What follows belongs to an exercise in optimizing a design on an open flow for small area and a short achievable clock period; a production flow would make more cautious choices.
No functional check of the RTL was part of any run shown here.
Power and IR drop assume default switching activity.

File: design.v
module multiplier_logic (
    input  wire        clk,
    input  wire        rst_n,
    input  wire [15:0] a,
    input  wire [15:0] b,
    output reg  [31:0] y
);
  reg r1_a0;
  reg r1_a1;
  reg r1_a2;
  reg r1_a3;
  reg r1_a4;
  reg r1_a5;
  reg r1_a6;
  reg r1_a7;
  reg r1_a8;
  reg r1_a9;
  reg r1_a10;
  reg r1_a11;
  reg r1_a12;
  reg r1_a13;
  reg r1_a14;
  reg r1_a15;
  reg r1_b15;
  reg r1_one1;
  reg r1_two2;
  reg r1_neg3;
  reg r1_one4;
  reg r1_two5;
  reg r1_neg6;
  reg r1_one7;
  reg r1_two8;
  reg r1_neg9;
  reg r1_one10;
  reg r1_two11;
  reg r1_neg12;
  reg r1_one13;
  reg r1_two14;
  reg r1_neg15;
  reg r1_one16;
  reg r1_two17;
  reg r1_neg18;
  reg r1_one19;
  reg r1_two20;
  reg r1_neg21;
  reg r1_one22;
  reg r1_two23;
  reg r1_neg24;
  reg r2_s193;
  reg r2_s195;
  reg r2_s199;
  reg r2_c200;
  reg r2_s201;
  reg r2_p63;
  reg r2_s203;
  reg r2_c202;
  reg r2_c204;
  reg r2_s205;
  reg r2_s207;
  reg r2_s209;
  reg r2_c210;
  reg r2_s213;
  reg r2_c214;
  reg r2_s219;
  reg r2_c218;
  reg r2_s221;
  reg r2_c220;
  reg r2_s223;
  reg r2_s227;
  reg r2_c224;
  reg r2_s229;
  reg r2_s233;
  reg r2_c230;
  reg r2_s235;
  reg r2_c236;
  reg r2_s241;
  reg r2_s243;
  reg r2_s245;
  reg r2_s247;
  reg r2_c242;
  reg r2_c244;
  reg r2_s249;
  reg r2_s253;
  reg r2_s255;
  reg r2_c250;
  reg r2_s257;
  reg r2_s261;
  reg r2_c258;
  reg r2_s263;
  reg r2_s265;
  reg r2_s269;
  reg r2_s271;
  reg r2_c264;
  reg r2_c266;
  reg r2_s273;
  reg r2_s279;
  reg r2_c274;
  reg r2_s281;
  reg r2_s283;
  reg r2_c282;
  reg r2_c284;
  reg r2_s291;
  reg r2_s293;
  reg r2_s297;
  reg r2_c292;
  reg r2_c294;
  reg r2_s299;
  reg r2_s301;
  reg r2_c300;
  reg r2_c302;
  reg r2_s307;
  reg r2_s309;
  reg r2_s311;
  reg r2_s313;
  reg r2_c308;
  reg r2_c310;
  reg r2_s315;
  reg r2_s317;
  reg r2_s319;
  reg r2_c316;
  reg r2_s321;
  reg r2_s325;
  reg r2_c322;
  reg r2_s327;
  reg r2_s331;
  reg r2_c328;
  reg r2_s333;
  reg r2_c332;
  reg r2_s335;
  reg r2_c334;
  reg r2_s337;
  reg r2_s339;
  reg r2_c338;
  reg r2_s341;
  reg r2_c342;
  reg r2_s345;
  reg r2_c346;
  reg r2_s349;
  reg r2_c348;
  reg r2_s351;
  reg r2_c350;
  reg r2_c352;
  reg r2_s353;
  reg r2_s355;
  reg r3_r2_s193;
  reg r3_r2_s195;
  reg r3_r2_s199;
  reg r3_s357;
  reg r3_s361;
  reg r3_s365;
  reg r3_c366;
  reg r3_s367;
  reg r3_r2_c210;
  reg r3_r2_s213;
  reg r3_c368;
  reg r3_r2_c214;
  reg r3_r2_s219;
  reg r3_r2_s223;
  reg r3_s369;
  reg r3_c370;
  reg r3_s371;
  reg r3_c372;
  reg r3_s373;
  reg r3_c374;
  reg r3_s375;
  reg r3_s377;
  reg r3_s379;
  reg r3_c380;
  reg r3_s383;
  reg r3_c384;
  reg r3_s387;
  reg r3_s393;
  reg r3_c392;
  reg r3_s397;
  reg r3_c394;
  reg r3_c398;
  reg r3_s401;
  reg r3_s407;
  reg r3_c406;
  reg r3_s411;
  reg r3_c408;
  reg r3_s417;
  reg r3_c416;
  reg r3_s421;
  reg r3_c418;
  reg r3_s425;
  reg r3_c424;
  reg r3_s427;
  reg r3_c426;
  reg r3_s431;
  reg r3_s435;
  reg r3_s437;
  reg r3_c436;
  reg r3_s439;
  reg r3_s441;
  reg r3_c440;
  reg r3_s443;
  reg r3_r2_s355;
  reg r3_c444;
  wire one1 = b[0] ^ 1'b0;
  wire two2 = (b[1] & ~b[0] & ~1'b0) | (~b[1] & b[0] & 1'b0);
  wire neg3 = b[1];
  wire one4 = b[2] ^ b[1];
  wire two5 = (b[3] & ~b[2] & ~b[1]) | (~b[3] & b[2] & b[1]);
  wire neg6 = b[3];
  wire one7 = b[4] ^ b[3];
  wire two8 = (b[5] & ~b[4] & ~b[3]) | (~b[5] & b[4] & b[3]);
  wire neg9 = b[5];
  wire one10 = b[6] ^ b[5];
  wire two11 = (b[7] & ~b[6] & ~b[5]) | (~b[7] & b[6] & b[5]);
  wire neg12 = b[7];
  wire one13 = b[8] ^ b[7];
  wire two14 = (b[9] & ~b[8] & ~b[7]) | (~b[9] & b[8] & b[7]);
  wire neg15 = b[9];
  wire one16 = b[10] ^ b[9];
  wire two17 = (b[11] & ~b[10] & ~b[9]) | (~b[11] & b[10] & b[9]);
  wire neg18 = b[11];
  wire one19 = b[12] ^ b[11];
  wire two20 = (b[13] & ~b[12] & ~b[11]) | (~b[13] & b[12] & b[11]);
  wire neg21 = b[13];
  wire one22 = b[14] ^ b[13];
  wire two23 = (b[15] & ~b[14] & ~b[13]) | (~b[15] & b[14] & b[13]);
  wire neg24 = b[15];
  wire p25 = ((r1_one1 & r1_a0) | (r1_two2 & 1'b0)) ^ r1_neg3;
  wire p26 = ((r1_one1 & r1_a1) | (r1_two2 & r1_a0)) ^ r1_neg3;
  wire p27 = ((r1_one1 & r1_a2) | (r1_two2 & r1_a1)) ^ r1_neg3;
  wire p28 = ((r1_one1 & r1_a3) | (r1_two2 & r1_a2)) ^ r1_neg3;
  wire p29 = ((r1_one1 & r1_a4) | (r1_two2 & r1_a3)) ^ r1_neg3;
  wire p30 = ((r1_one1 & r1_a5) | (r1_two2 & r1_a4)) ^ r1_neg3;
  wire p31 = ((r1_one1 & r1_a6) | (r1_two2 & r1_a5)) ^ r1_neg3;
  wire p32 = ((r1_one1 & r1_a7) | (r1_two2 & r1_a6)) ^ r1_neg3;
  wire p33 = ((r1_one1 & r1_a8) | (r1_two2 & r1_a7)) ^ r1_neg3;
  wire p34 = ((r1_one1 & r1_a9) | (r1_two2 & r1_a8)) ^ r1_neg3;
  wire p35 = ((r1_one1 & r1_a10) | (r1_two2 & r1_a9)) ^ r1_neg3;
  wire p36 = ((r1_one1 & r1_a11) | (r1_two2 & r1_a10)) ^ r1_neg3;
  wire p37 = ((r1_one1 & r1_a12) | (r1_two2 & r1_a11)) ^ r1_neg3;
  wire p38 = ((r1_one1 & r1_a13) | (r1_two2 & r1_a12)) ^ r1_neg3;
  wire p39 = ((r1_one1 & r1_a14) | (r1_two2 & r1_a13)) ^ r1_neg3;
  wire p40 = ((r1_one1 & r1_a15) | (r1_two2 & r1_a14)) ^ r1_neg3;
  wire p41 = ((r1_one1 & 1'b0) | (r1_two2 & r1_a15)) ^ r1_neg3;
  wire ns42 = ~r1_neg3;
  wire ng43 = r1_neg3;
  wire p44 = ((r1_one4 & r1_a0) | (r1_two5 & 1'b0)) ^ r1_neg6;
  wire p45 = ((r1_one4 & r1_a1) | (r1_two5 & r1_a0)) ^ r1_neg6;
  wire p46 = ((r1_one4 & r1_a2) | (r1_two5 & r1_a1)) ^ r1_neg6;
  wire p47 = ((r1_one4 & r1_a3) | (r1_two5 & r1_a2)) ^ r1_neg6;
  wire p48 = ((r1_one4 & r1_a4) | (r1_two5 & r1_a3)) ^ r1_neg6;
  wire p49 = ((r1_one4 & r1_a5) | (r1_two5 & r1_a4)) ^ r1_neg6;
  wire p50 = ((r1_one4 & r1_a6) | (r1_two5 & r1_a5)) ^ r1_neg6;
  wire p51 = ((r1_one4 & r1_a7) | (r1_two5 & r1_a6)) ^ r1_neg6;
  wire p52 = ((r1_one4 & r1_a8) | (r1_two5 & r1_a7)) ^ r1_neg6;
  wire p53 = ((r1_one4 & r1_a9) | (r1_two5 & r1_a8)) ^ r1_neg6;
  wire p54 = ((r1_one4 & r1_a10) | (r1_two5 & r1_a9)) ^ r1_neg6;
  wire p55 = ((r1_one4 & r1_a11) | (r1_two5 & r1_a10)) ^ r1_neg6;
  wire p56 = ((r1_one4 & r1_a12) | (r1_two5 & r1_a11)) ^ r1_neg6;
  wire p57 = ((r1_one4 & r1_a13) | (r1_two5 & r1_a12)) ^ r1_neg6;
  wire p58 = ((r1_one4 & r1_a14) | (r1_two5 & r1_a13)) ^ r1_neg6;
  wire p59 = ((r1_one4 & r1_a15) | (r1_two5 & r1_a14)) ^ r1_neg6;
  wire p60 = ((r1_one4 & 1'b0) | (r1_two5 & r1_a15)) ^ r1_neg6;
  wire ns61 = ~r1_neg6;
  wire ng62 = r1_neg6;
  wire p63 = ((r1_one7 & r1_a0) | (r1_two8 & 1'b0)) ^ r1_neg9;
  wire p64 = ((r1_one7 & r1_a1) | (r1_two8 & r1_a0)) ^ r1_neg9;
  wire p65 = ((r1_one7 & r1_a2) | (r1_two8 & r1_a1)) ^ r1_neg9;
  wire p66 = ((r1_one7 & r1_a3) | (r1_two8 & r1_a2)) ^ r1_neg9;
  wire p67 = ((r1_one7 & r1_a4) | (r1_two8 & r1_a3)) ^ r1_neg9;
  wire p68 = ((r1_one7 & r1_a5) | (r1_two8 & r1_a4)) ^ r1_neg9;
  wire p69 = ((r1_one7 & r1_a6) | (r1_two8 & r1_a5)) ^ r1_neg9;
  wire p70 = ((r1_one7 & r1_a7) | (r1_two8 & r1_a6)) ^ r1_neg9;
  wire p71 = ((r1_one7 & r1_a8) | (r1_two8 & r1_a7)) ^ r1_neg9;
  wire p72 = ((r1_one7 & r1_a9) | (r1_two8 & r1_a8)) ^ r1_neg9;
  wire p73 = ((r1_one7 & r1_a10) | (r1_two8 & r1_a9)) ^ r1_neg9;
  wire p74 = ((r1_one7 & r1_a11) | (r1_two8 & r1_a10)) ^ r1_neg9;
  wire p75 = ((r1_one7 & r1_a12) | (r1_two8 & r1_a11)) ^ r1_neg9;
  wire p76 = ((r1_one7 & r1_a13) | (r1_two8 & r1_a12)) ^ r1_neg9;
  wire p77 = ((r1_one7 & r1_a14) | (r1_two8 & r1_a13)) ^ r1_neg9;
  wire p78 = ((r1_one7 & r1_a15) | (r1_two8 & r1_a14)) ^ r1_neg9;
  wire p79 = ((r1_one7 & 1'b0) | (r1_two8 & r1_a15)) ^ r1_neg9;
  wire ns80 = ~r1_neg9;
  wire ng81 = r1_neg9;
  wire p82 = ((r1_one10 & r1_a0) | (r1_two11 & 1'b0)) ^ r1_neg12;
  wire p83 = ((r1_one10 & r1_a1) | (r1_two11 & r1_a0)) ^ r1_neg12;
  wire p84 = ((r1_one10 & r1_a2) | (r1_two11 & r1_a1)) ^ r1_neg12;
  wire p85 = ((r1_one10 & r1_a3) | (r1_two11 & r1_a2)) ^ r1_neg12;
  wire p86 = ((r1_one10 & r1_a4) | (r1_two11 & r1_a3)) ^ r1_neg12;
  wire p87 = ((r1_one10 & r1_a5) | (r1_two11 & r1_a4)) ^ r1_neg12;
  wire p88 = ((r1_one10 & r1_a6) | (r1_two11 & r1_a5)) ^ r1_neg12;
  wire p89 = ((r1_one10 & r1_a7) | (r1_two11 & r1_a6)) ^ r1_neg12;
  wire p90 = ((r1_one10 & r1_a8) | (r1_two11 & r1_a7)) ^ r1_neg12;
  wire p91 = ((r1_one10 & r1_a9) | (r1_two11 & r1_a8)) ^ r1_neg12;
  wire p92 = ((r1_one10 & r1_a10) | (r1_two11 & r1_a9)) ^ r1_neg12;
  wire p93 = ((r1_one10 & r1_a11) | (r1_two11 & r1_a10)) ^ r1_neg12;
  wire p94 = ((r1_one10 & r1_a12) | (r1_two11 & r1_a11)) ^ r1_neg12;
  wire p95 = ((r1_one10 & r1_a13) | (r1_two11 & r1_a12)) ^ r1_neg12;
  wire p96 = ((r1_one10 & r1_a14) | (r1_two11 & r1_a13)) ^ r1_neg12;
  wire p97 = ((r1_one10 & r1_a15) | (r1_two11 & r1_a14)) ^ r1_neg12;
  wire p98 = ((r1_one10 & 1'b0) | (r1_two11 & r1_a15)) ^ r1_neg12;
  wire ns99 = ~r1_neg12;
  wire ng100 = r1_neg12;
  wire p101 = ((r1_one13 & r1_a0) | (r1_two14 & 1'b0)) ^ r1_neg15;
  wire p102 = ((r1_one13 & r1_a1) | (r1_two14 & r1_a0)) ^ r1_neg15;
  wire p103 = ((r1_one13 & r1_a2) | (r1_two14 & r1_a1)) ^ r1_neg15;
  wire p104 = ((r1_one13 & r1_a3) | (r1_two14 & r1_a2)) ^ r1_neg15;
  wire p105 = ((r1_one13 & r1_a4) | (r1_two14 & r1_a3)) ^ r1_neg15;
  wire p106 = ((r1_one13 & r1_a5) | (r1_two14 & r1_a4)) ^ r1_neg15;
  wire p107 = ((r1_one13 & r1_a6) | (r1_two14 & r1_a5)) ^ r1_neg15;
  wire p108 = ((r1_one13 & r1_a7) | (r1_two14 & r1_a6)) ^ r1_neg15;
  wire p109 = ((r1_one13 & r1_a8) | (r1_two14 & r1_a7)) ^ r1_neg15;
  wire p110 = ((r1_one13 & r1_a9) | (r1_two14 & r1_a8)) ^ r1_neg15;
  wire p111 = ((r1_one13 & r1_a10) | (r1_two14 & r1_a9)) ^ r1_neg15;
  wire p112 = ((r1_one13 & r1_a11) | (r1_two14 & r1_a10)) ^ r1_neg15;
  wire p113 = ((r1_one13 & r1_a12) | (r1_two14 & r1_a11)) ^ r1_neg15;
  wire p114 = ((r1_one13 & r1_a13) | (r1_two14 & r1_a12)) ^ r1_neg15;
  wire p115 = ((r1_one13 & r1_a14) | (r1_two14 & r1_a13)) ^ r1_neg15;
  wire p116 = ((r1_one13 & r1_a15) | (r1_two14 & r1_a14)) ^ r1_neg15;
  wire p117 = ((r1_one13 & 1'b0) | (r1_two14 & r1_a15)) ^ r1_neg15;
  wire ns118 = ~r1_neg15;
  wire ng119 = r1_neg15;
  wire p120 = ((r1_one16 & r1_a0) | (r1_two17 & 1'b0)) ^ r1_neg18;
  wire p121 = ((r1_one16 & r1_a1) | (r1_two17 & r1_a0)) ^ r1_neg18;
  wire p122 = ((r1_one16 & r1_a2) | (r1_two17 & r1_a1)) ^ r1_neg18;
  wire p123 = ((r1_one16 & r1_a3) | (r1_two17 & r1_a2)) ^ r1_neg18;
  wire p124 = ((r1_one16 & r1_a4) | (r1_two17 & r1_a3)) ^ r1_neg18;
  wire p125 = ((r1_one16 & r1_a5) | (r1_two17 & r1_a4)) ^ r1_neg18;
  wire p126 = ((r1_one16 & r1_a6) | (r1_two17 & r1_a5)) ^ r1_neg18;
  wire p127 = ((r1_one16 & r1_a7) | (r1_two17 & r1_a6)) ^ r1_neg18;
  wire p128 = ((r1_one16 & r1_a8) | (r1_two17 & r1_a7)) ^ r1_neg18;
  wire p129 = ((r1_one16 & r1_a9) | (r1_two17 & r1_a8)) ^ r1_neg18;
  wire p130 = ((r1_one16 & r1_a10) | (r1_two17 & r1_a9)) ^ r1_neg18;
  wire p131 = ((r1_one16 & r1_a11) | (r1_two17 & r1_a10)) ^ r1_neg18;
  wire p132 = ((r1_one16 & r1_a12) | (r1_two17 & r1_a11)) ^ r1_neg18;
  wire p133 = ((r1_one16 & r1_a13) | (r1_two17 & r1_a12)) ^ r1_neg18;
  wire p134 = ((r1_one16 & r1_a14) | (r1_two17 & r1_a13)) ^ r1_neg18;
  wire p135 = ((r1_one16 & r1_a15) | (r1_two17 & r1_a14)) ^ r1_neg18;
  wire p136 = ((r1_one16 & 1'b0) | (r1_two17 & r1_a15)) ^ r1_neg18;
  wire ns137 = ~r1_neg18;
  wire ng138 = r1_neg18;
  wire p139 = ((r1_one19 & r1_a0) | (r1_two20 & 1'b0)) ^ r1_neg21;
  wire p140 = ((r1_one19 & r1_a1) | (r1_two20 & r1_a0)) ^ r1_neg21;
  wire p141 = ((r1_one19 & r1_a2) | (r1_two20 & r1_a1)) ^ r1_neg21;
  wire p142 = ((r1_one19 & r1_a3) | (r1_two20 & r1_a2)) ^ r1_neg21;
  wire p143 = ((r1_one19 & r1_a4) | (r1_two20 & r1_a3)) ^ r1_neg21;
  wire p144 = ((r1_one19 & r1_a5) | (r1_two20 & r1_a4)) ^ r1_neg21;
  wire p145 = ((r1_one19 & r1_a6) | (r1_two20 & r1_a5)) ^ r1_neg21;
  wire p146 = ((r1_one19 & r1_a7) | (r1_two20 & r1_a6)) ^ r1_neg21;
  wire p147 = ((r1_one19 & r1_a8) | (r1_two20 & r1_a7)) ^ r1_neg21;
  wire p148 = ((r1_one19 & r1_a9) | (r1_two20 & r1_a8)) ^ r1_neg21;
  wire p149 = ((r1_one19 & r1_a10) | (r1_two20 & r1_a9)) ^ r1_neg21;
  wire p150 = ((r1_one19 & r1_a11) | (r1_two20 & r1_a10)) ^ r1_neg21;
  wire p151 = ((r1_one19 & r1_a12) | (r1_two20 & r1_a11)) ^ r1_neg21;
  wire p152 = ((r1_one19 & r1_a13) | (r1_two20 & r1_a12)) ^ r1_neg21;
  wire p153 = ((r1_one19 & r1_a14) | (r1_two20 & r1_a13)) ^ r1_neg21;
  wire p154 = ((r1_one19 & r1_a15) | (r1_two20 & r1_a14)) ^ r1_neg21;
  wire p155 = ((r1_one19 & 1'b0) | (r1_two20 & r1_a15)) ^ r1_neg21;
  wire ns156 = ~r1_neg21;
  wire ng157 = r1_neg21;
  wire p158 = ((r1_one22 & r1_a0) | (r1_two23 & 1'b0)) ^ r1_neg24;
  wire p159 = ((r1_one22 & r1_a1) | (r1_two23 & r1_a0)) ^ r1_neg24;
  wire p160 = ((r1_one22 & r1_a2) | (r1_two23 & r1_a1)) ^ r1_neg24;
  wire p161 = ((r1_one22 & r1_a3) | (r1_two23 & r1_a2)) ^ r1_neg24;
  wire p162 = ((r1_one22 & r1_a4) | (r1_two23 & r1_a3)) ^ r1_neg24;
  wire p163 = ((r1_one22 & r1_a5) | (r1_two23 & r1_a4)) ^ r1_neg24;
  wire p164 = ((r1_one22 & r1_a6) | (r1_two23 & r1_a5)) ^ r1_neg24;
  wire p165 = ((r1_one22 & r1_a7) | (r1_two23 & r1_a6)) ^ r1_neg24;
  wire p166 = ((r1_one22 & r1_a8) | (r1_two23 & r1_a7)) ^ r1_neg24;
  wire p167 = ((r1_one22 & r1_a9) | (r1_two23 & r1_a8)) ^ r1_neg24;
  wire p168 = ((r1_one22 & r1_a10) | (r1_two23 & r1_a9)) ^ r1_neg24;
  wire p169 = ((r1_one22 & r1_a11) | (r1_two23 & r1_a10)) ^ r1_neg24;
  wire p170 = ((r1_one22 & r1_a12) | (r1_two23 & r1_a11)) ^ r1_neg24;
  wire p171 = ((r1_one22 & r1_a13) | (r1_two23 & r1_a12)) ^ r1_neg24;
  wire p172 = ((r1_one22 & r1_a14) | (r1_two23 & r1_a13)) ^ r1_neg24;
  wire p173 = ((r1_one22 & r1_a15) | (r1_two23 & r1_a14)) ^ r1_neg24;
  wire p174 = ((r1_one22 & 1'b0) | (r1_two23 & r1_a15)) ^ r1_neg24;
  wire ns175 = ~r1_neg24;
  wire ng176 = r1_neg24;
  wire p177 = r1_a0 & r1_b15;
  wire p178 = r1_a1 & r1_b15;
  wire p179 = r1_a2 & r1_b15;
  wire p180 = r1_a3 & r1_b15;
  wire p181 = r1_a4 & r1_b15;
  wire p182 = r1_a5 & r1_b15;
  wire p183 = r1_a6 & r1_b15;
  wire p184 = r1_a7 & r1_b15;
  wire p185 = r1_a8 & r1_b15;
  wire p186 = r1_a9 & r1_b15;
  wire p187 = r1_a10 & r1_b15;
  wire p188 = r1_a11 & r1_b15;
  wire p189 = r1_a12 & r1_b15;
  wire p190 = r1_a13 & r1_b15;
  wire p191 = r1_a14 & r1_b15;
  wire p192 = r1_a15 & r1_b15;
  wire s193 = ng43 ^ p25;
  wire c194 = ng43 & p25;
  wire s195 = p26 ^ c194;
  wire c196 = p26 & c194;
  wire s197, c198;
  mult_fa u_s197 (.x(ng62), .y(p27), .z(p44), .s(s197), .c(c198));
  wire s199 = c196 ^ s197;
  wire c200 = c196 & s197;
  wire s201, c202;
  mult_fa u_s201 (.x(p28), .y(p45), .z(c198), .s(s201), .c(c202));
  wire s203, c204;
  mult_fa u_s203 (.x(ng81), .y(p29), .z(p46), .s(s203), .c(c204));
  wire s205, c206;
  mult_fa u_s205 (.x(p30), .y(p47), .z(p64), .s(s205), .c(c206));
  wire s207, c208;
  mult_fa u_s207 (.x(ng100), .y(p31), .z(p48), .s(s207), .c(c208));
  wire s209, c210;
  mult_fa u_s209 (.x(p65), .y(p82), .z(c206), .s(s209), .c(c210));
  wire s211, c212;
  mult_fa u_s211 (.x(p32), .y(p49), .z(p66), .s(s211), .c(c212));
  wire s213, c214;
  mult_fa u_s213 (.x(p83), .y(c208), .z(s211), .s(s213), .c(c214));
  wire s215, c216;
  mult_fa u_s215 (.x(ng119), .y(p101), .z(p33), .s(s215), .c(c216));
  wire s217, c218;
  mult_fa u_s217 (.x(p50), .y(p67), .z(p84), .s(s217), .c(c218));
  wire s219, c220;
  mult_fa u_s219 (.x(c212), .y(s215), .z(s217), .s(s219), .c(c220));
  wire s221, c222;
  mult_fa u_s221 (.x(p102), .y(p34), .z(p51), .s(s221), .c(c222));
  wire s223, c224;
  mult_fa u_s223 (.x(p68), .y(p85), .z(c216), .s(s223), .c(c224));
  wire s225, c226;
  mult_fa u_s225 (.x(ng138), .y(p103), .z(p120), .s(s225), .c(c226));
  wire s227, c228;
  mult_fa u_s227 (.x(p35), .y(p52), .z(p69), .s(s227), .c(c228));
  wire s229, c230;
  mult_fa u_s229 (.x(p86), .y(c222), .z(s225), .s(s229), .c(c230));
  wire s231, c232;
  mult_fa u_s231 (.x(p104), .y(p121), .z(p36), .s(s231), .c(c232));
  wire s233, c234;
  mult_fa u_s233 (.x(p53), .y(p70), .z(p87), .s(s233), .c(c234));
  wire s235, c236;
  mult_fa u_s235 (.x(c226), .y(c228), .z(s231), .s(s235), .c(c236));
  wire s237, c238;
  mult_fa u_s237 (.x(ng157), .y(p105), .z(p122), .s(s237), .c(c238));
  wire s239, c240;
  mult_fa u_s239 (.x(p139), .y(p37), .z(p54), .s(s239), .c(c240));
  wire s241, c242;
  mult_fa u_s241 (.x(p71), .y(p88), .z(c232), .s(s241), .c(c242));
  wire s243, c244;
  mult_fa u_s243 (.x(c234), .y(s237), .z(s239), .s(s243), .c(c244));
  wire s245, c246;
  mult_fa u_s245 (.x(p106), .y(p123), .z(p140), .s(s245), .c(c246));
  wire s247, c248;
  mult_fa u_s247 (.x(p38), .y(p55), .z(p72), .s(s247), .c(c248));
  wire s249, c250;
  mult_fa u_s249 (.x(p89), .y(c238), .z(c240), .s(s249), .c(c250));
  wire s251, c252;
  mult_fa u_s251 (.x(ng176), .y(p107), .z(p124), .s(s251), .c(c252));
  wire s253, c254;
  mult_fa u_s253 (.x(p141), .y(p158), .z(p39), .s(s253), .c(c254));
  wire s255, c256;
  mult_fa u_s255 (.x(p56), .y(p73), .z(p90), .s(s255), .c(c256));
  wire s257, c258;
  mult_fa u_s257 (.x(c246), .y(c248), .z(s251), .s(s257), .c(c258));
  wire s259, c260;
  mult_fa u_s259 (.x(p108), .y(p125), .z(p142), .s(s259), .c(c260));
  wire s261, c262;
  mult_fa u_s261 (.x(p159), .y(p40), .z(p57), .s(s261), .c(c262));
  wire s263, c264;
  mult_fa u_s263 (.x(p74), .y(p91), .z(c252), .s(s263), .c(c264));
  wire s265, c266;
  mult_fa u_s265 (.x(c254), .y(c256), .z(s259), .s(s265), .c(c266));
  wire s267, c268;
  mult_fa u_s267 (.x(p177), .y(p109), .z(p126), .s(s267), .c(c268));
  wire s269, c270;
  mult_fa u_s269 (.x(p143), .y(p160), .z(p41), .s(s269), .c(c270));
  wire s271, c272;
  mult_fa u_s271 (.x(p58), .y(p75), .z(p92), .s(s271), .c(c272));
  wire s273, c274;
  mult_fa u_s273 (.x(c260), .y(c262), .z(s267), .s(s273), .c(c274));
  wire s275, c276;
  mult_fa u_s275 (.x(1'b1), .y(ns42), .z(p178), .s(s275), .c(c276));
  wire s277, c278;
  mult_fa u_s277 (.x(p110), .y(p127), .z(p144), .s(s277), .c(c278));
  wire s279, c280;
  mult_fa u_s279 (.x(p161), .y(p59), .z(p76), .s(s279), .c(c280));
  wire s281, c282;
  mult_fa u_s281 (.x(p93), .y(s275), .z(c268), .s(s281), .c(c282));
  wire s283, c284;
  mult_fa u_s283 (.x(c270), .y(c272), .z(s277), .s(s283), .c(c284));
  wire s285, c286;
  mult_fa u_s285 (.x(1'b1), .y(p179), .z(p111), .s(s285), .c(c286));
  wire s287, c288;
  mult_fa u_s287 (.x(p128), .y(p145), .z(p162), .s(s287), .c(c288));
  wire s289, c290;
  mult_fa u_s289 (.x(p60), .y(p77), .z(p94), .s(s289), .c(c290));
  wire s291, c292;
  mult_fa u_s291 (.x(c276), .y(c278), .z(c280), .s(s291), .c(c292));
  wire s293, c294;
  mult_fa u_s293 (.x(s285), .y(s287), .z(s289), .s(s293), .c(c294));
  wire s295, c296;
  mult_fa u_s295 (.x(ns61), .y(p180), .z(p112), .s(s295), .c(c296));
  wire s297, c298;
  mult_fa u_s297 (.x(p129), .y(p146), .z(p163), .s(s297), .c(c298));
  wire s299, c300;
  mult_fa u_s299 (.x(p78), .y(p95), .z(c286), .s(s299), .c(c300));
  wire s301, c302;
  mult_fa u_s301 (.x(c288), .y(c290), .z(s295), .s(s301), .c(c302));
  wire s303, c304;
  mult_fa u_s303 (.x(1'b1), .y(p181), .z(p113), .s(s303), .c(c304));
  wire s305, c306;
  mult_fa u_s305 (.x(p130), .y(p147), .z(p164), .s(s305), .c(c306));
  wire s307, c308;
  mult_fa u_s307 (.x(p79), .y(p96), .z(c296), .s(s307), .c(c308));
  wire s309, c310;
  mult_fa u_s309 (.x(c298), .y(s303), .z(s305), .s(s309), .c(c310));
  wire s311, c312;
  mult_fa u_s311 (.x(ns80), .y(p182), .z(p114), .s(s311), .c(c312));
  wire s313, c314;
  mult_fa u_s313 (.x(p131), .y(p148), .z(p165), .s(s313), .c(c314));
  wire s315, c316;
  mult_fa u_s315 (.x(p97), .y(c304), .z(c306), .s(s315), .c(c316));
  wire s317, c318;
  mult_fa u_s317 (.x(1'b1), .y(p183), .z(p115), .s(s317), .c(c318));
  wire s319, c320;
  mult_fa u_s319 (.x(p132), .y(p149), .z(p166), .s(s319), .c(c320));
  wire s321, c322;
  mult_fa u_s321 (.x(p98), .y(c312), .z(c314), .s(s321), .c(c322));
  wire s323, c324;
  mult_fa u_s323 (.x(ns99), .y(p184), .z(p116), .s(s323), .c(c324));
  wire s325, c326;
  mult_fa u_s325 (.x(p133), .y(p150), .z(p167), .s(s325), .c(c326));
  wire s327, c328;
  mult_fa u_s327 (.x(c318), .y(c320), .z(s323), .s(s327), .c(c328));
  wire s329, c330;
  mult_fa u_s329 (.x(1'b1), .y(p185), .z(p117), .s(s329), .c(c330));
  wire s331, c332;
  mult_fa u_s331 (.x(p134), .y(p151), .z(p168), .s(s331), .c(c332));
  wire s333, c334;
  mult_fa u_s333 (.x(c324), .y(c326), .z(s329), .s(s333), .c(c334));
  wire s335, c336;
  mult_fa u_s335 (.x(ns118), .y(p186), .z(p135), .s(s335), .c(c336));
  wire s337, c338;
  mult_fa u_s337 (.x(p152), .y(p169), .z(c330), .s(s337), .c(c338));
  wire s339, c340;
  mult_fa u_s339 (.x(1'b1), .y(p187), .z(p136), .s(s339), .c(c340));
  wire s341, c342;
  mult_fa u_s341 (.x(p153), .y(p170), .z(c336), .s(s341), .c(c342));
  wire s343, c344;
  mult_fa u_s343 (.x(ns137), .y(p188), .z(p154), .s(s343), .c(c344));
  wire s345, c346;
  mult_fa u_s345 (.x(p171), .y(c340), .z(s343), .s(s345), .c(c346));
  wire s347, c348;
  mult_fa u_s347 (.x(1'b1), .y(p189), .z(p155), .s(s347), .c(c348));
  wire s349, c350;
  mult_fa u_s349 (.x(p172), .y(c344), .z(s347), .s(s349), .c(c350));
  wire s351, c352;
  mult_fa u_s351 (.x(ns156), .y(p190), .z(p173), .s(s351), .c(c352));
  wire s353, c354;
  mult_fa u_s353 (.x(1'b1), .y(p191), .z(p174), .s(s353), .c(c354));
  wire s355, c356;
  mult_fa u_s355 (.x(ns175), .y(p192), .z(c354), .s(s355), .c(c356));
  wire s357 = r2_c200 ^ r2_s201;
  wire c358 = r2_c200 & r2_s201;
  wire s359, c360;
  mult_fa u_s359 (.x(r2_c202), .y(r2_p63), .z(r2_s203), .s(s359), .c(c360));
  wire s361 = c358 ^ s359;
  wire c362 = c358 & s359;
  wire s363, c364;
  mult_fa u_s363 (.x(r2_c204), .y(r2_s205), .z(c360), .s(s363), .c(c364));
  wire s365 = c362 ^ s363;
  wire c366 = c362 & s363;
  wire s367, c368;
  mult_fa u_s367 (.x(r2_s207), .y(r2_s209), .z(c364), .s(s367), .c(c368));
  wire s369, c370;
  mult_fa u_s369 (.x(r2_c218), .y(r2_c220), .z(r2_s221), .s(s369), .c(c370));
  wire s371, c372;
  mult_fa u_s371 (.x(r2_c224), .y(r2_s227), .z(r2_s229), .s(s371), .c(c372));
  wire s373, c374;
  mult_fa u_s373 (.x(r2_c230), .y(r2_s233), .z(r2_s235), .s(s373), .c(c374));
  wire s375, c376;
  mult_fa u_s375 (.x(r2_c236), .y(r2_s241), .z(r2_s243), .s(s375), .c(c376));
  wire s377, c378;
  mult_fa u_s377 (.x(r2_c242), .y(r2_c244), .z(r2_s245), .s(s377), .c(c378));
  wire s379, c380;
  mult_fa u_s379 (.x(r2_s247), .y(r2_s249), .z(c376), .s(s379), .c(c380));
  wire s381, c382;
  mult_fa u_s381 (.x(r2_c250), .y(r2_s253), .z(r2_s255), .s(s381), .c(c382));
  wire s383, c384;
  mult_fa u_s383 (.x(r2_s257), .y(c378), .z(s381), .s(s383), .c(c384));
  wire s385, c386;
  mult_fa u_s385 (.x(r2_c258), .y(r2_s261), .z(r2_s263), .s(s385), .c(c386));
  wire s387, c388;
  mult_fa u_s387 (.x(r2_s265), .y(c382), .z(s385), .s(s387), .c(c388));
  wire s389, c390;
  mult_fa u_s389 (.x(r2_c264), .y(r2_c266), .z(r2_s269), .s(s389), .c(c390));
  wire s391, c392;
  mult_fa u_s391 (.x(r2_s271), .y(r2_s273), .z(c386), .s(s391), .c(c392));
  wire s393, c394;
  mult_fa u_s393 (.x(s389), .y(c388), .z(s391), .s(s393), .c(c394));
  wire s395, c396;
  mult_fa u_s395 (.x(r2_c274), .y(r2_s279), .z(r2_s281), .s(s395), .c(c396));
  wire s397, c398;
  mult_fa u_s397 (.x(r2_s283), .y(c390), .z(s395), .s(s397), .c(c398));
  wire s399, c400;
  mult_fa u_s399 (.x(r2_c282), .y(r2_c284), .z(r2_s291), .s(s399), .c(c400));
  wire s401, c402;
  mult_fa u_s401 (.x(r2_s293), .y(c396), .z(s399), .s(s401), .c(c402));
  wire s403, c404;
  mult_fa u_s403 (.x(r2_c292), .y(r2_c294), .z(r2_s297), .s(s403), .c(c404));
  wire s405, c406;
  mult_fa u_s405 (.x(r2_s299), .y(r2_s301), .z(c400), .s(s405), .c(c406));
  wire s407, c408;
  mult_fa u_s407 (.x(s403), .y(c402), .z(s405), .s(s407), .c(c408));
  wire s409, c410;
  mult_fa u_s409 (.x(r2_c300), .y(r2_c302), .z(r2_s307), .s(s409), .c(c410));
  wire s411, c412;
  mult_fa u_s411 (.x(r2_s309), .y(c404), .z(s409), .s(s411), .c(c412));
  wire s413, c414;
  mult_fa u_s413 (.x(r2_c308), .y(r2_c310), .z(r2_s311), .s(s413), .c(c414));
  wire s415, c416;
  mult_fa u_s415 (.x(r2_s313), .y(r2_s315), .z(c410), .s(s415), .c(c416));
  wire s417, c418;
  mult_fa u_s417 (.x(s413), .y(c412), .z(s415), .s(s417), .c(c418));
  wire s419, c420;
  mult_fa u_s419 (.x(r2_c316), .y(r2_s317), .z(r2_s319), .s(s419), .c(c420));
  wire s421, c422;
  mult_fa u_s421 (.x(r2_s321), .y(c414), .z(s419), .s(s421), .c(c422));
  wire s423, c424;
  mult_fa u_s423 (.x(r2_c322), .y(r2_s325), .z(r2_s327), .s(s423), .c(c424));
  wire s425, c426;
  mult_fa u_s425 (.x(c420), .y(s423), .z(c422), .s(s425), .c(c426));
  wire s427, c428;
  mult_fa u_s427 (.x(r2_c328), .y(r2_s331), .z(r2_s333), .s(s427), .c(c428));
  wire s429, c430;
  mult_fa u_s429 (.x(r2_c332), .y(r2_c334), .z(r2_s335), .s(s429), .c(c430));
  wire s431, c432;
  mult_fa u_s431 (.x(r2_s337), .y(c428), .z(s429), .s(s431), .c(c432));
  wire s433, c434;
  mult_fa u_s433 (.x(r2_c338), .y(r2_s339), .z(r2_s341), .s(s433), .c(c434));
  wire s435, c436;
  mult_fa u_s435 (.x(c430), .y(s433), .z(c432), .s(s435), .c(c436));
  wire s437, c438;
  mult_fa u_s437 (.x(r2_c342), .y(r2_s345), .z(c434), .s(s437), .c(c438));
  wire s439, c440;
  mult_fa u_s439 (.x(r2_c346), .y(r2_s349), .z(c438), .s(s439), .c(c440));
  wire s441, c442;
  mult_fa u_s441 (.x(r2_c348), .y(r2_c350), .z(r2_s351), .s(s441), .c(c442));
  wire s443, c444;
  mult_fa u_s443 (.x(r2_c352), .y(r2_s353), .z(c442), .s(s443), .c(c444));
  wire s445 = r3_c368 ^ r3_r2_c210;
  wire c446 = r3_c368 & r3_r2_c210;
  wire s447 = r3_r2_c214 ^ r3_r2_s219;
  wire c448 = r3_r2_c214 & r3_r2_s219;
  wire s449 = r3_r2_s223 ^ r3_s369;
  wire c450 = r3_r2_s223 & r3_s369;
  wire s451 = r3_c370 ^ r3_s371;
  wire c452 = r3_c370 & r3_s371;
  wire s453 = r3_c372 ^ r3_s373;
  wire c454 = r3_c372 & r3_s373;
  wire s455 = r3_c374 ^ r3_s375;
  wire c456 = r3_c374 & r3_s375;
  wire s457 = r3_s377 ^ r3_s379;
  wire c458 = r3_s377 & r3_s379;
  wire s459 = r3_c380 ^ r3_s383;
  wire c460 = r3_c380 & r3_s383;
  wire s461 = r3_c384 ^ r3_s387;
  wire c462 = r3_c384 & r3_s387;
  wire s463 = r3_c392 ^ r3_c394;
  wire c464 = r3_c392 & r3_c394;
  wire s465 = r3_c398 ^ r3_s401;
  wire c466 = r3_c398 & r3_s401;
  wire s467 = r3_c406 ^ r3_c408;
  wire c468 = r3_c406 & r3_c408;
  wire s469 = r3_c416 ^ r3_c418;
  wire c470 = r3_c416 & r3_c418;
  wire s471 = r3_c424 ^ r3_c426;
  wire c472 = r3_c424 & r3_c426;
  wire [31:0] ra = {r3_c444, r3_s443, r3_c440, r3_s439, r3_c436, r3_s435, r3_s431, r3_s427, r3_s425, r3_s421, r3_s417, r3_s411, r3_s407, c464, r3_s397, r3_s393, c460, c458, c456, c454, c452, c450, c448, c446, r3_r2_s213, r3_c366, r3_s365, r3_s361, r3_s357, r3_r2_s199, r3_r2_s195, r3_r2_s193};
  wire [31:0] rb = {r3_r2_s355, 1'b0, r3_s441, 1'b0, r3_s437, 1'b0, c472, s471, c470, s469, c468, s467, c466, s465, s463, c462, s461, s459, s457, s455, s453, s451, s449, s447, s445, r3_s367, 1'b0, 1'b0, 1'b0, 1'b0, 1'b0, 1'b0};
  wire [20:0] plo = ra[19:0] + rb[19:0];
  reg [20:0] r4_plo;
  reg [11:0] r4_ha, r4_hb;
  always @(posedge clk) begin r4_plo <= plo; r4_ha <= ra[31:20]; r4_hb <= rb[31:20]; end
  wire [12:0] phs = {r4_ha, r4_plo[20]} + {r4_hb, r4_plo[20]};
  wire [11:0] phi = phs[12:1];
  wire [31:0] prod = {phi, r4_plo[19:0]};
  always @(posedge clk) begin
    r1_a0 <= a[0];
    r1_a1 <= a[1];
    r1_a2 <= a[2];
    r1_a3 <= a[3];
    r1_a4 <= a[4];
    r1_a5 <= a[5];
    r1_a6 <= a[6];
    r1_a7 <= a[7];
    r1_a8 <= a[8];
    r1_a9 <= a[9];
    r1_a10 <= a[10];
    r1_a11 <= a[11];
    r1_a12 <= a[12];
    r1_a13 <= a[13];
    r1_a14 <= a[14];
    r1_a15 <= a[15];
    r1_b15 <= b[15];
    r1_one1 <= one1;
    r1_two2 <= two2;
    r1_neg3 <= neg3;
    r1_one4 <= one4;
    r1_two5 <= two5;
    r1_neg6 <= neg6;
    r1_one7 <= one7;
    r1_two8 <= two8;
    r1_neg9 <= neg9;
    r1_one10 <= one10;
    r1_two11 <= two11;
    r1_neg12 <= neg12;
    r1_one13 <= one13;
    r1_two14 <= two14;
    r1_neg15 <= neg15;
    r1_one16 <= one16;
    r1_two17 <= two17;
    r1_neg18 <= neg18;
    r1_one19 <= one19;
    r1_two20 <= two20;
    r1_neg21 <= neg21;
    r1_one22 <= one22;
    r1_two23 <= two23;
    r1_neg24 <= neg24;
    r2_s193 <= s193;
    r2_s195 <= s195;
    r2_s199 <= s199;
    r2_c200 <= c200;
    r2_s201 <= s201;
    r2_p63 <= p63;
    r2_s203 <= s203;
    r2_c202 <= c202;
    r2_c204 <= c204;
    r2_s205 <= s205;
    r2_s207 <= s207;
    r2_s209 <= s209;
    r2_c210 <= c210;
    r2_s213 <= s213;
    r2_c214 <= c214;
    r2_s219 <= s219;
    r2_c218 <= c218;
    r2_s221 <= s221;
    r2_c220 <= c220;
    r2_s223 <= s223;
    r2_s227 <= s227;
    r2_c224 <= c224;
    r2_s229 <= s229;
    r2_s233 <= s233;
    r2_c230 <= c230;
    r2_s235 <= s235;
    r2_c236 <= c236;
    r2_s241 <= s241;
    r2_s243 <= s243;
    r2_s245 <= s245;
    r2_s247 <= s247;
    r2_c242 <= c242;
    r2_c244 <= c244;
    r2_s249 <= s249;
    r2_s253 <= s253;
    r2_s255 <= s255;
    r2_c250 <= c250;
    r2_s257 <= s257;
    r2_s261 <= s261;
    r2_c258 <= c258;
    r2_s263 <= s263;
    r2_s265 <= s265;
    r2_s269 <= s269;
    r2_s271 <= s271;
    r2_c264 <= c264;
    r2_c266 <= c266;
    r2_s273 <= s273;
    r2_s279 <= s279;
    r2_c274 <= c274;
    r2_s281 <= s281;
    r2_s283 <= s283;
    r2_c282 <= c282;
    r2_c284 <= c284;
    r2_s291 <= s291;
    r2_s293 <= s293;
    r2_s297 <= s297;
    r2_c292 <= c292;
    r2_c294 <= c294;
    r2_s299 <= s299;
    r2_s301 <= s301;
    r2_c300 <= c300;
    r2_c302 <= c302;
    r2_s307 <= s307;
    r2_s309 <= s309;
    r2_s311 <= s311;
    r2_s313 <= s313;
    r2_c308 <= c308;
    r2_c310 <= c310;
    r2_s315 <= s315;
    r2_s317 <= s317;
    r2_s319 <= s319;
    r2_c316 <= c316;
    r2_s321 <= s321;
    r2_s325 <= s325;
    r2_c322 <= c322;
    r2_s327 <= s327;
    r2_s331 <= s331;
    r2_c328 <= c328;
    r2_s333 <= s333;
    r2_c332 <= c332;
    r2_s335 <= s335;
    r2_c334 <= c334;
    r2_s337 <= s337;
    r2_s339 <= s339;
    r2_c338 <= c338;
    r2_s341 <= s341;
    r2_c342 <= c342;
    r2_s345 <= s345;
    r2_c346 <= c346;
    r2_s349 <= s349;
    r2_c348 <= c348;
    r2_s351 <= s351;
    r2_c350 <= c350;
    r2_c352 <= c352;
    r2_s353 <= s353;
    r2_s355 <= s355;
    r3_r2_s193 <= r2_s193;
    r3_r2_s195 <= r2_s195;
    r3_r2_s199 <= r2_s199;
    r3_s357 <= s357;
    r3_s361 <= s361;
    r3_s365 <= s365;
    r3_c366 <= c366;
    r3_s367 <= s367;
    r3_r2_c210 <= r2_c210;
    r3_r2_s213 <= r2_s213;
    r3_c368 <= c368;
    r3_r2_c214 <= r2_c214;
    r3_r2_s219 <= r2_s219;
    r3_r2_s223 <= r2_s223;
    r3_s369 <= s369;
    r3_c370 <= c370;
    r3_s371 <= s371;
    r3_c372 <= c372;
    r3_s373 <= s373;
    r3_c374 <= c374;
    r3_s375 <= s375;
    r3_s377 <= s377;
    r3_s379 <= s379;
    r3_c380 <= c380;
    r3_s383 <= s383;
    r3_c384 <= c384;
    r3_s387 <= s387;
    r3_s393 <= s393;
    r3_c392 <= c392;
    r3_s397 <= s397;
    r3_c394 <= c394;
    r3_c398 <= c398;
    r3_s401 <= s401;
    r3_s407 <= s407;
    r3_c406 <= c406;
    r3_s411 <= s411;
    r3_c408 <= c408;
    r3_s417 <= s417;
    r3_c416 <= c416;
    r3_s421 <= s421;
    r3_c418 <= c418;
    r3_s425 <= s425;
    r3_c424 <= c424;
    r3_s427 <= s427;
    r3_c426 <= c426;
    r3_s431 <= s431;
    r3_s435 <= s435;
    r3_s437 <= s437;
    r3_c436 <= c436;
    r3_s439 <= s439;
    r3_s441 <= s441;
    r3_c440 <= c440;
    r3_s443 <= s443;
    r3_r2_s355 <= r2_s355;
    r3_c444 <= c444;
  end
  reg [3:0] v;
  always @(posedge clk) begin
    if (!rst_n) begin
      v <= 4'd0;
      y <= 32'd0;
    end else begin
      v <= {v[2:0], 1'b1};
      y <= v[3] ? prod : 32'd0;
    end
  end
endmodule
module mult_fa (input wire x, input wire y, input wire z, output wire s, output wire c);
  assign s = x ^ y ^ z;
  assign c = (x & y) | (x & z) | (y & z);
endmodule
File: run.sh
#!/bin/bash
# synth_recipe.tcl (not shown) runs the flow's synth.tcl, then flattens the netlist and writes it again
# the make line also repeats each setting of config.mk as NAME=value (left out here)
make -C /OpenROAD-flow-scripts/flow DESIGN_CONFIG=/design/flow/config.mk WORK_HOME=/design/flow/orfs CLKGATE_MAP_FILE= SYNTH_SCRIPT=/design/flow/synth_recipe.tcl finish
File: config.mk
export PLATFORM = sky130hd
export DESIGN_NAME = multiplier_logic
export DESIGN_NICKNAME = multiplier_logic
export VERILOG_FILES = /design/flow/design.v
export SDC_FILE = /design/flow/constraint.sdc
export NUM_CORES = 4
export LEC_CHECK = 0
export CAP_MARGIN = 20
export CORE_MARGIN = 2
export CORE_UTILIZATION = 40
export CTS_CLUSTER_DIAMETER = 60
export CTS_CLUSTER_SIZE = 50
export PLACE_DENSITY = 0.8
export SETUP_SLACK_MARGIN = 2.5
export SLEW_MARGIN = 20
export SYNTH_HIERARCHICAL = 1
export SYNTH_MINIMUM_KEEP_SIZE = 0
File: constraint.sdc
create_clock -name core_clock -period 4.5 [get_ports {clk}]
set_input_delay 0.9000 -clock core_clock [delete_from_list [all_inputs] [get_ports {clk}]]
set_output_delay 0.9000 -clock core_clock [all_outputs]
set_load 0.01 [all_outputs]
==> impl_metrics.prom, run 1 <==
# TYPE chip_impl_metric gauge
chip_impl_info{name="result_of_the_run",value="no timing/DRC/antenna violations"} 1
chip_impl_metric{name="max-slew-margin-rel",unit=""} 0.666
chip_impl_metric{name="synth-compound-area-share",unit=""} 0.116
chip_impl_metric{name="r2r.worst_path.cells",unit=""} 5
chip_impl_metric{name="aggregate_global_route_resource_usage",unit=""} 0.166
chip_impl_metric{name="cp_data_required_time",unit="ns"} 4.90
chip_impl_metric{name="power_density",unit="mW/mm²"} 668
chip_impl_metric{name="path_max_fanout",unit=""} 14
chip_impl_metric{name="drt-total-wl",unit="µm"} 26600
chip_impl_metric{name="synthToLayoutAreaGrowth",unit="%"} 16.2
chip_impl_metric{name="combined_flip_flop_and_latch_cell_area",unit="mm²"} 0.00554
chip_impl_metric{name="core",unit="mm²"} 0.0304
chip_impl_metric{name="worst_skew_pair.late_latency",unit="ns"} 0.52
chip_impl_metric{name="antenna_violations_before_repair",unit=""} 0
chip_impl_metric{name="number_of_cts_inserted_buffers",unit=""} 16
chip_impl_info{name="worstHoldStart",value="r2_s195$_DFF_P_"} 1
chip_impl_info{name="cells_along_the_critical_path",value="buf_4 -> a22oi_1 -> xnor2_1 -> fa_1 -> fa_1"} 1
chip_impl_metric{name="area_taken_by_multi_input_logic_gates",unit="mm²"} 0.00676
chip_impl_info{name="r2r-end",value="r2_s219$_DFF_P_"} 1
chip_impl_metric{name="detail_route.first_pass.iterations",unit=""} 5
chip_impl_metric{name="cts.path.max_buffers",unit=""} 3
chip_impl_metric{name="min_delay_path_depth",unit=""} 0
chip_impl_info{name="synth_area_leaders",value="sky130_fd_sc_hd__dfxtp_1, sky130_fd_sc_hd__fa_1, sky130_fd_sc_hd__xnor2_1, sky130_fd_sc_hd__a22oi_1, sky130_fd_sc_hd__ha_1"} 1
chip_impl_metric{name="post_cts_hold_buffer_count",unit=""} 0
chip_impl_info{name="timing.rr.start",value="r1_a5$_DFF_P_"} 1
chip_impl_info{name="ys_dominant_reg_cell",value="sky130_fd_sc_hd__dfxtp_1"} 1
chip_impl_metric{name="drc_errors",unit=""} 0
chip_impl_metric{name="detailroute.via_count",unit=""} 7588
chip_impl_metric{name="wire_per_inst",unit="µm"} 18.3
chip_impl_metric{name="final_core_util",unit=""} 0.470
chip_impl_info{name="launch_point_of_the_worst_path",value="r1_a5$_DFF_P_"} 1
chip_impl_metric{name="period_share",unit=""} 0.456
chip_impl_metric{name="postSynth.asyncResetShare",unit=""} 0
chip_impl_metric{name="seq_area_frac_synth",unit=""} 0.438
chip_impl_metric{name="cts.htree.levels",unit=""} 1
chip_impl_metric{name="synthSimpleGateAreaFrac",unit=""} 0.0598
chip_impl_info{name="worst_hold_path_type",value="flip-flop to flip-flop"} 1
chip_impl_info{name="main_combinational_cell_family_by_area_after_synthesis",value="adder cells"} 1
chip_impl_metric{name="yosys_register_bits",unit=""} 269
chip_impl_info{name="yosysMostFrequentCell",value="sky130_fd_sc_hd__dfxtp_1"} 1
chip_impl_metric{name="initial_core_util",unit=""} 0.404
chip_impl_metric{name="r2r_slack",unit="ns"} 2.45
chip_impl_info{name="critPathTopFamily",value="adder cells"} 1
chip_impl_info{name="rsz0062_at_grt",value="yes"} 1
chip_impl_metric{name="critPathMaxStageDelay",unit="ns"} 0.49
chip_impl_metric{name="synth.yosys.warnings",unit=""} 7
chip_impl_metric{name="via_count_normalized_by_instance_count",unit=""} 5.21
chip_impl_metric{name="final.min_clock_period",unit="ns"} 2.05
chip_impl_metric{name="clock_transition_at_path_regs",unit="ns"} 0.12
chip_impl_metric{name="design.die.area",unit="mm²"} 0.0322
chip_impl_metric{name="synth.avg_cell_area",unit="µm²"} 12.1
chip_impl_metric{name="path_buf_inv",unit=""} 1
chip_impl_metric{name="fillerInstances",unit=""} 2646
chip_impl_metric{name="grt_start_max_net_pins",unit=""} 36
chip_impl_metric{name="drive_gt1_frac",unit=""} 0.161
chip_impl_info{name="clk_tree_root_cell",value="sky130_fd_sc_hd__clkbuf_16"} 1
chip_impl_metric{name="number_of_synthesized_flops_with_an_enable_pin",unit=""} 0
chip_impl_metric{name="num_rows",unit=""} 64
chip_impl_metric{name="first_global_vias",unit=""} 7990
chip_impl_metric{name="fin_worst_skew",unit="ns"} 0.0281
chip_impl_metric{name="global_route_wire_length_before_repair",unit="µm"} 42500
chip_impl_info{name="min_to",value="r3_r2_s195$_DFF_P_"} 1
chip_impl_metric{name="vdd_ir_drop_max",unit="mV"} 0.336
chip_impl_metric{name="maxCapViolations",unit=""} 0
chip_impl_metric{name="num-nets-final",unit=""} 1247
chip_impl_metric{name="synth_top_area_share",unit=""} 0.438
chip_impl_metric{name="clock_sink_count",unit=""} 269
chip_impl_info{name="ys_top_cells_by_count",value="sky130_fd_sc_hd__dfxtp_1, sky130_fd_sc_hd__xnor2_1, sky130_fd_sc_hd__a22oi_1, sky130_fd_sc_hd__fa_1, sky130_fd_sc_hd__clkbuf_1"} 1
chip_impl_metric{name="slew_violations",unit=""} 0
chip_impl_metric{name="fin_tns_setup",unit="ns"} 0
chip_impl_metric{name="clock.fmax",unit="MHz"} 487
chip_impl_metric{name="synth_mux_area_frac",unit=""} 0.000813
chip_impl_metric{name="die_height",unit="µm"} 179
chip_impl_metric{name="hold_violations",unit=""} 0
chip_impl_metric{name="placement.io_buffers",unit=""} 65
chip_impl_info{name="crit_top_cell",value="sky130_fd_sc_hd__fa_1"} 1
chip_impl_metric{name="power_leakage",unit="nW"} 5.53
chip_impl_metric{name="drtAntennaViolNets",unit=""} 0
chip_impl_info{name="biggest_area_consumer_among_synthesized_cells",value="sky130_fd_sc_hd__dfxtp_1"} 1
chip_impl_metric{name="timing_worst_slew_pin_value",unit="ns"} 0.501
chip_impl_metric{name="post_synth_instance_area",unit="mm²"} 0.0123
chip_impl_metric{name="synth_adder_area_share",unit=""} 0.240
chip_impl_info{name="tritoncts_clock_tree",value="done"} 1
chip_impl_metric{name="dieWidth",unit="µm"} 179
chip_impl_metric{name="synthXorXnorAreaFrac",unit=""} 0.112
chip_impl_info{name="timing.critical_path.to_type",value="flip-flop"} 1
chip_impl_metric{name="report.final.setup_viol",unit=""} 0
chip_impl_metric{name="detailedPlacementHpwl",unit="µm"} 17700
chip_impl_info{name="setup.worst_path.class",value="flip-flop to flip-flop"} 1
chip_impl_metric{name="boundaryPins",unit=""} 66
chip_impl_metric{name="grt_remaining_overflow",unit=""} 0
chip_impl_metric{name="netlist_instances",unit=""} 1016
chip_impl_info{name="cp-start-kind",value="flip-flop"} 1
chip_impl_metric{name="routability_congestion",unit=""} 0.861
chip_impl_metric{name="initialDrtViolationCount",unit=""} 545
chip_impl_metric{name="antenna_cells_inserted",unit=""} 0
chip_impl_info{name="cpMaxStageDelayCell",value="sky130_fd_sc_hd__fa_1"} 1
chip_impl_metric{name="synth.distinct_cells",unit=""} 55
chip_impl_metric{name="arrival_time_at_the_worst_endpoint",unit="ns"} 2.46
==> what timing repair did <==
item,in CTS,in global routing
resized for setup,159,57
pin swaps,10,9
endpoints found under the setup margin,113,65
cloned,0,0
setup buffers,4,26
==> through the flow <==
step	setup slack (ns)	cells	total power [mW]	cell area [µm²]	hold slack, ns
global route	2.44	1456	10.2	14300	0.321
finish	2.45	1456	9.55	14300	0.311
floorplan	2.46	1023	6.37	12500	0.310
detailed placement	1.94	1398	7.35	13200	0.312
global placement	1.96	1398	7.09	13200	0.310
CTS	2.50	1430	9.34	14000	0.318
==> flip-flops by register name (all words and copies together) (netlist names), 4 cells and up <==
signal	cells
r4_ha	12
r4_hb	9
r4_plo	21
v	4
y	32
==> cell usage in the layout, fill, tap and decap left out, types with 4 or more instances in the layout <==
cell type / instances
sky130_fd_sc_hd__nand3b_1: 7
sky130_fd_sc_hd__ha_4: 7
sky130_fd_sc_hd__clkdlybuf4s50_1: 33
sky130_fd_sc_hd__ha_1: 31
sky130_fd_sc_hd__a22oi_2: 7
sky130_fd_sc_hd__fa_1: 120
sky130_fd_sc_hd__dfxtp_4: 39
sky130_fd_sc_hd__and2_1: 21
sky130_fd_sc_hd__inv_1: 10
sky130_fd_sc_hd__clkbuf_2: 20
sky130_fd_sc_hd__dfxtp_1: 224
sky130_fd_sc_hd__dfxtp_2: 6
sky130_fd_sc_hd__buf_4: 31
sky130_fd_sc_hd__a22oi_1: 115
sky130_fd_sc_hd__a21o_1: 6
sky130_fd_sc_hd__inv_16: 4
sky130_fd_sc_hd__nor2_1: 13
sky130_fd_sc_hd__nand2_1: 23
sky130_fd_sc_hd__a21oi_1: 16
sky130_fd_sc_hd__o21ai_0: 12
sky130_fd_sc_hd__nand2b_1: 8
sky130_fd_sc_hd__conb_1: 8
sky130_fd_sc_hd__xor2_1: 15
sky130_fd_sc_hd__xnor2_1: 142
sky130_fd_sc_hd__clkbuf_16: 17
sky130_fd_sc_hd__and3_1: 25
sky130_fd_sc_hd__nor3_1: 8
sky130_fd_sc_hd__clkdlybuf4s15_2: 6
==> modules after synthesis (local to each module, per instance) <==
module,cells,flip-flops and latches,copies in the design
multiplier_logic,896,269,1
mult_fa,1,0,120
==> layer usage <==
metal,up-vias,share of wire,track usage
met2,307,0.48,0.284
met5,-,0,0
li1,3504,-,-
met1,3732,0.42,0.219
met4,0,0.023,0.0470
met3,45,0.076,0.0285
==> worst reg2reg max path, delay by kind of cell (launching register included) <==
family,cells,cell delay (ns)
buf+inv,1,0.18
flops,1,0.42
compound gates,1,0.21
fa+ha+maj,2,0.97
xor+xnor,1,0.19
==> where the power goes <==
| part | switching (mW) | leakage, nW | internal, mW |
|---|---|---|---|
| sequential | 0.496 | 2.27 | 3.25 |
| clock | 0.911 | 0.298 | 0.829 |
| combinational | 2.09 | 2.96 | 1.97 |
==> cells by family after synthesis <==
family	Yosys count
AOI/OAI and AO/OA	194
xor gates and xnor gates	157
adders and majority gates	163
buffers and inverters	101
DFF	269
muxes	1
other	1
and+or+nand+nor	130
==> how the worst max path moves through the flow <==
| stage | endpoint | slack [ns] | cells after the start |
|---|---|---|---|
| final | r2_s219$_DFF_P_ | 2.45 | 5 |
| after global routing | r2_s219$_DFF_P_ | 2.44 | 5 |
| after CTS | y[16] | 2.50 | 1 |
| after detailed placement | r2_s293$_DFF_P_ | 1.94 | 4 |
| after global placement | r2_s293$_DFF_P_ | 1.96 | 4 |
| after floorplan | r2_s219$_DFF_P_ | 2.46 | 6 |
==> layout make-up <==
| class | count | share of cell area |
|---|---|---|
| clock buffers | 18 | 0.0300 |
| clock inverters | 10 | 0.0130 |
| inverters | 10 | 0.00262 |
| multi-input cells | 653 | 0.473 |
| flip-flops and latches | 269 | 0.387 |
| well taps | 396 | 0.0346 |
| repair buffers | 100 | 0.0595 |
==> run 2: changes to the inputs <==
--- a/config.mk
+++ b/config.mk
@@ -11,6 +11,6 @@
 export CTS_CLUSTER_DIAMETER = 60
 export CTS_CLUSTER_SIZE = 50
-export PLACE_DENSITY = 0.8
-export SETUP_SLACK_MARGIN = 2.5
+export PLACE_DENSITY = 0.7
+export SETUP_SLACK_MARGIN = 2.45
 export SLEW_MARGIN = 20
 export SYNTH_HIERARCHICAL = 1
==> run 2 against run 1 <==
Via count fell by 3.5%. Die area did not move. Global-route usage fell by 1.2 points. Sequential share of layout area rose by 0.28 points. Synthesized cell count did not move. Flip-flop and latch count did not move. Core utilization fell by 0.42 points. Non-clock buffer count fell by 27. Clock-buffer cell count rose by 2. Clock power rose by about 10%. Area after synthesis did not move. First-iteration DRC count rose by 21%. Critical path type is now flip-flop to output port. Largest cell class unchanged.
==> impl_metrics.prom, run 2 <==
# TYPE chip_impl_metric gauge
chip_impl_metric{name="cp_data_required_time",unit="ns"} 3.60
chip_impl_info{name="tritoncts_clock_tree",value="done"} 1
chip_impl_metric{name="design.die.area",unit="mm²"} 0.0322
chip_impl_info{name="worstHoldStart",value="r2_s195$_DFF_P_"} 1
chip_impl_metric{name="timing_worst_slew_pin_value",unit="ns"} 0.587
chip_impl_info{name="timing.critical_path.to_type",value="output port"} 1
chip_impl_metric{name="hold_violations",unit=""} 0
chip_impl_metric{name="postSynth.asyncResetShare",unit=""} 0
chip_impl_metric{name="total_power",unit="mW"} 9.47
chip_impl_info{name="setup.worst_path.class",value="flip-flop to output port"} 1
chip_impl_info{name="largest-register",value="y"} 1
chip_impl_metric{name="worst_skew_pair.late_latency",unit="ns"} 0.52
chip_impl_metric{name="detailroute.via_count",unit=""} 7325
chip_impl_metric{name="grt_start_max_net_pins",unit=""} 36
chip_impl_metric{name="power_leakage",unit="nW"} 5.50
chip_impl_metric{name="final.min_clock_period",unit="ns"} 2.01
chip_impl_metric{name="drt-total-wl",unit="µm"} 24800
chip_impl_info{name="ys_dominant_reg_cell",value="sky130_fd_sc_hd__dfxtp_1"} 1
chip_impl_metric{name="wire_per_inst",unit="µm"} 17.3
chip_impl_metric{name="antenna_cells_inserted",unit=""} 0
chip_impl_metric{name="number_of_synthesized_flops_with_an_enable_pin",unit=""} 0
chip_impl_info{name="layout.cells.most_common",value="sky130_fd_sc_hd__dfxtp_1"} 1
chip_impl_metric{name="synth_top_area_share",unit=""} 0.438
chip_impl_metric{name="synth.avg_cell_area",unit="µm²"} 12.1
chip_impl_metric{name="synth_adder_area_share",unit=""} 0.240
chip_impl_metric{name="period_share",unit=""} 0.446
chip_impl_metric{name="power_density",unit="mW/mm²"} 668
chip_impl_info{name="ys_top_cells_by_count",value="sky130_fd_sc_hd__dfxtp_1, sky130_fd_sc_hd__xnor2_1, sky130_fd_sc_hd__a22oi_1, sky130_fd_sc_hd__fa_1, sky130_fd_sc_hd__clkbuf_1"} 1
chip_impl_metric{name="yosys_register_bits",unit=""} 269
chip_impl_metric{name="drc_errors",unit=""} 0
chip_impl_metric{name="first_global_vias",unit=""} 7340
chip_impl_metric{name="fin_tns_setup",unit="ns"} 0
chip_impl_metric{name="synth.yosys.warnings",unit=""} 7
chip_impl_metric{name="netlist_instances",unit=""} 1016
chip_impl_metric{name="synth.distinct_cells",unit=""} 55
chip_impl_metric{name="die_height",unit="µm"} 179
chip_impl_metric{name="via_count_normalized_by_instance_count",unit=""} 5.11
chip_impl_metric{name="maxCapViolations",unit=""} 0
chip_impl_metric{name="final-instance-count-excl-fill",unit=""} 1434
chip_impl_info{name="launch_point_of_the_worst_path",value="y[0]$_SDFF_PN0_"} 1
chip_impl_metric{name="synth_mux_area_frac",unit=""} 0.000813
chip_impl_info{name="synth_area_leaders",value="sky130_fd_sc_hd__dfxtp_1, sky130_fd_sc_hd__fa_1, sky130_fd_sc_hd__xnor2_1, sky130_fd_sc_hd__a22oi_1, sky130_fd_sc_hd__ha_1"} 1
chip_impl_metric{name="clock_transition_at_path_regs",unit="ns"} 0.11
chip_impl_metric{name="synthXorXnorAreaFrac",unit=""} 0.112
chip_impl_metric{name="number_of_cts_inserted_buffers",unit=""} 19
chip_impl_metric{name="detail_route.first_pass.iterations",unit=""} 6
chip_impl_metric{name="post_synth_instance_area",unit="mm²"} 0.0123
chip_impl_metric{name="clock_sink_count",unit=""} 269
chip_impl_metric{name="drtAntennaViolNets",unit=""} 0
chip_impl_metric{name="placement.io_buffers",unit=""} 65
chip_impl_metric{name="detailedPlacementHpwl",unit="µm"} 17000
chip_impl_metric{name="boundaryPins",unit=""} 66
chip_impl_info{name="worst_hold_path_type",value="flip-flop to flip-flop"} 1
chip_impl_metric{name="global_route_wire_length_before_repair",unit="µm"} 39600
chip_impl_metric{name="vdd_ir_drop_max",unit="mV"} 0.359
chip_impl_metric{name="fin_worst_skew",unit="ns"} 0.0333
chip_impl_metric{name="post-place-cells",unit=""} 1397
chip_impl_metric{name="post_cts_hold_buffer_count",unit=""} 0
chip_impl_metric{name="cts.htree.levels",unit=""} 1
chip_impl_metric{name="routability_congestion",unit=""} 0.881
chip_impl_metric{name="critPathMaxStageDelay",unit="ns"} 0.32
chip_impl_metric{name="report.final.setup_viol",unit=""} 0
chip_impl_metric{name="initial_core_util",unit=""} 0.404
chip_impl_metric{name="arrival_time_at_the_worst_endpoint",unit="ns"} 1.11
chip_impl_info{name="yosysMostFrequentCell",value="sky130_fd_sc_hd__dfxtp_1"} 1
chip_impl_info{name="cells_along_the_critical_path",value="dlygate4sd2_1"} 1
chip_impl_info{name="result_of_the_run",value="no timing/DRC/antenna violations"} 1
chip_impl_info{name="cpMaxStageDelayCell",value="sky130_fd_sc_hd__dfxtp_1"} 1
chip_impl_info{name="biggest_area_consumer_among_synthesized_cells",value="sky130_fd_sc_hd__dfxtp_1"} 1
chip_impl_metric{name="dieWidth",unit="µm"} 179
chip_impl_metric{name="final_core_util",unit=""} 0.466
run 2: cell counts after synthesis:
No cell type changed its count.
run 2: cells by family after synthesis:
logic type / count (synthesis)
AOI/OAI and AO/OA: 194
xor gates and xnor gates: 157
and+or+nand+nor: 130
other: 1
buffers and inverters: 101
muxes: 1
adders and majority gates: 163
DFF: 269
run 2: layout make-up:
| class | instances | area (µm²) |
|---|---|---|
| multi-input cells | 653 | 6680 |
| clock inverters | 13 | 260 |
| well taps | 396 | 495 |
| clock buffers | 20 | 479 |
| flip-flops and latches | 269 | 5530 |
| repair buffers | 73 | 688 |
| inverters | 10 | 37.5 |
| fillers | 2700 | 16300 |
run 2: power breakdown:
part	total, mW	switching (mW)	internal, mW
sequential	3.73	0.480	3.25
clock	1.92	1.02	0.899
combinational	3.81	1.95	1.86
run 2: what timing repair did:
| item | 4_1_cts | 5_1_grt |
|---|---|---|
| setup endpoints to repair | 99 | 48 |
| gates resized for setup | 98 | 52 |
| setup buffers | 1 | 3 |
| pin swaps | 2 | 6 |
run 2: routing by layer:
metal,up-vias,wire (µm),GRT usage
met3,47,2020,0.0287
met5,-,0,0
met2,302,11200,0.244
met1,3513,11000,0.216
met4,0,553,0.0450
li1,3463,-,-
run 2: path summary, 6_finish.rpt:
check	endpoint	depth (start not counted)
max	y[0]	1
max reg2reg	r4_plo[18]$_DFF_P_	6
min reg2reg	r3_r2_s195$_DFF_P_	0
min	r3_r2_s195$_DFF_P_	0
run 2: per-module statistics from Yosys (local to each module, per instance):
| module | area [µm²] | times used | cells | flip-flops and latches |
|---|---|---|---|---|
| mult_fa | 20.0 | 120 | 1 | 0 |
| multiplier_logic | 9900 | 1 | 896 | 269 |
run 2: stage by stage:
| step | worst slack [ns] | area [µm²] |
|---|---|---|
| finish | 2.49 | 14200 |
| global route | 2.41 | 14200 |
| CTS | 2.45 | 14000 |
| detailed placement | 2.00 | 13100 |
| global placement | 1.99 | 13100 |
| floorplan | 2.42 | 12400 |

## re-timing with driven ports
The results above use ideal ports. As a check the final layouts listed here were re-extracted and re-timed, cells and wires unchanged. Step 1: set_driving_cell puts a clkbuf_16 on clk and a buf_2 on each other input, an assumption about the parent block. Step 2 moves the port delays by t, midway between the first and last clock arrival at a register: inputs arrive t later, outputs are due t later. That takes back most of the time a late clock gives input paths. Slacks: no drivers / after step 1 / after step 2; pairs: no drivers / after step 1.
run | t (ns) | slack for setup (ns) | worst slew at a driven data input, ns
run 1 | 0.542 | 2.449 / 2.449 / 2.071 | 0.03
run 2 | 0.550 | 2.492 / 2.446 / 2.074 | 0.03
After both steps setup and hold are still met in every run listed. For run 2, which loses most, drivers alone change the setup slack by -0.046 ns; drivers and shift together by -0.418 ns.
